What follows belongs to an exercise in optimizing a design on an open flow for small area, a short achievable clock period and few clock cycles per item; a production flow would make more cautious choices.
The RTL was checked by simulation tests, not by an equivalence proof against the original design.

Setup of north:
Design R_CORDIC_Unit, start of the top module:
module R_CORDIC_Unit (
    input signed [31:0]      i_data_1,
    input signed [31:0]      i_data_2,
    input signed [31:0]      angle,
    input                    en,
    input                    rst,
    input                    clk,
    output signed [31:0]     o_data_1,
    output signed [31:0]     o_data_2,
    output                   done_flag
);
==> flow/config.mk <==
export PLATFORM = sky130hd
export DESIGN_NAME = R_CORDIC_Unit
export DESIGN_NICKNAME = R_CORDIC_Unit
export VERILOG_FILES = /design/flow/design.v
export SDC_FILE = /design/flow/constraint.sdc
export NUM_CORES = 4
export LEC_CHECK = 0
export CAP_MARGIN = 20
export CORE_MARGIN = 2
export CORE_UTILIZATION = 60
export PLACE_DENSITY = 0.7
export SLEW_MARGIN = 20
==> flow/constraint.sdc <==
create_clock -name core_clock -period 10.0 [get_ports {clk}]
set_input_delay 2.0000 -clock core_clock [delete_from_list [all_inputs] [get_ports {clk}]]
set_output_delay 2.0000 -clock core_clock [all_outputs]
set_load 0.01 [all_outputs]
standard.sh (not shown) runs the stock make flow with config.mk's settings and CLKGATE_MAP_FILE= SYNTH_SCRIPT=/design/flow/synth_recipe.tcl, a recipe that flattens the netlist after the stock synthesis.
==> flow/flow/run.sh <==
#!/bin/bash
set -euo pipefail
export BUFFER_PORTS_ARGS="-buffer_cell sky130_fd_sc_hd__buf_1"
export SETUP_SLACK_MARGIN=5.75
bash standard.sh > standard.log 2>&1
Testbench counts of north, summed over its fixed seeds: cycles 9,736, items 512.
The inputs of south differ from those of north as listed below.
diff --git a/flow/flow/run.sh b/flow/flow/run.sh
--- a/flow/flow/run.sh
+++ b/flow/flow/run.sh
@@ -4 +4 @@
-export SETUP_SLACK_MARGIN=5.75
+export SETUP_SLACK_MARGIN=5.5
Findings:
In the final design statistics, south uses fewer standard cells in total than north. | aggregate global-route resource usage | south vs north | 0.53 points lower |. Uppermost layer routed = met5: north; uppermost layer routed = met4: south. Utilization north -> south: down. Diff north and south: mean routed wirelength per cell higher in north. From north to south, detailed-route DRC error count did not move at all. Comparing number of cells on the worst reg-to-reg path for north and south, the smaller number came from south. Diff north -> south: standard cell area after detailed placement did not really move, maximum clock frequency down about 3.7%.
## Diff of input files: east against south
- putting SETUP_SLACK_MARGIN at 5 where nothing was set
diff --git a/flow/flow/run.sh b/flow/flow/run.sh
--- a/flow/flow/run.sh
+++ b/flow/flow/run.sh
@@ -1,0 +2,3 @@
+# The standard layout; the only change is the cell used to buffer the
+# ports (a plain buf_1 instead of the default choice). Every input and
+# output port is still buffered. Make's output goes to standard.log.
@@ -4 +6,0 @@
-export SETUP_SLACK_MARGIN=5.5
Results
The more densely filled core belongs to south, not east.
Compared with south, in east combined buffer and inverter count along the critical path rose 4.

========
== 12-21 ==
Another version of the RTL of R_CORDIC_Unit (not shown whole).
Size in the first run: ~2100 cells after synthesis, about 140 flip-flops, roughly 160 I/O pins, roughly 18000 um^2 of cells after synthesis.
clock: 10.0 ns
lec_check: 0
cap_margin: 20
core_margin: 2
core_utilization: 60
cts_buf_list: sky130_fd_sc_hd__clkbuf_8
place_density: 0.9
slew_margin: 20
==> flow/flow/run.sh <==
#!/bin/bash
set -euo pipefail
export BUFFER_PORTS_ARGS="-buffer_cell sky130_fd_sc_hd__buf_1"
export SETUP_SLACK_MARGIN=5.75
bash standard.sh > standard.log 2>&1
Testbench counts of 12-21, summed over its fixed seeds: cycles 9,736, items 512.
Here is what was changed in the inputs of 05-05 compared with 12-21.
# 12-21
export LEC_CHECK = 0
export CAP_MARGIN = 20
export CORE_MARGIN = 2
export CORE_UTILIZATION = 60
export CTS_BUF_LIST = sky130_fd_sc_hd__clkbuf_8
export PLACE_DENSITY = 0.9
export SLEW_MARGIN = 20
create_clock -name core_clock -period 10.0 [get_ports {clk}]
# 05-05
export LEC_CHECK = 0
export CAP_MARGIN = 20
export CORE_MARGIN = 2
export CORE_UTILIZATION = 60
export CTS_BUF_LIST = sky130_fd_sc_hd__clkbuf_8
export PLACE_DENSITY = 0.7
export SLEW_MARGIN = 20
create_clock -name core_clock -period 10.0 [get_ports {clk}]
### Flow results
Clock buffer instance count of the final layout: 05-05 and 12-21 compared, lower one is 05-05. Diff 12-21 -> 05-05 | routed wire length | up by a few percent. Looking at layout-stage area growth over the synthesis result, 05-05 sits 1.8 points below 12-21. 12-21 has a higher cell area than 05-05. Relative to 12-21, number of stages on the worst setup path increased by 3 in 05-05. Against 12-21, 05-05 comes in 26 lower on number of standard cells in the final layout excluding fillers.

static timing again, ports no longer ideal:
The flow's constraints put no driver on any port. The routed layouts listed below were extracted and timed again, unchanged, in two steps. Step 1, drivers: a clkbuf_16 drives clk and a buf_2 each remaining input, both assumed. Step 2 times the ports against the registers' clock, not the clock port: input delays grow and output delays shrink by t, the midpoint of the rising clock arrivals with the driver on. Slacks: ideal / step 1 / step 2; pairs: ideal / step 1.
run | t (ns) | setup slack, ns | worst setup path at the end | worst data-port slew with drivers (ns)
north | 0.512 | 5.777 / 5.777 / 5.355 | input to register | 0.05
south | 0.504 | 5.614 / 5.614 / 5.474 | input to register | 0.06
east | 0.500 | 5.208 / 5.208 / 5.208 | register to register | 0.05
12-21 | 0.561 | 5.719 / 5.719 / 5.646 | input to register | 0.04
05-05 | 0.555 | 5.754 / 5.754 / 5.611 | input to register | 0.07
After both steps setup and hold are still met in every run listed. The setup slack of north, which loses most, moves by 0.000 ns with the drivers and by -0.422 ns with both steps.
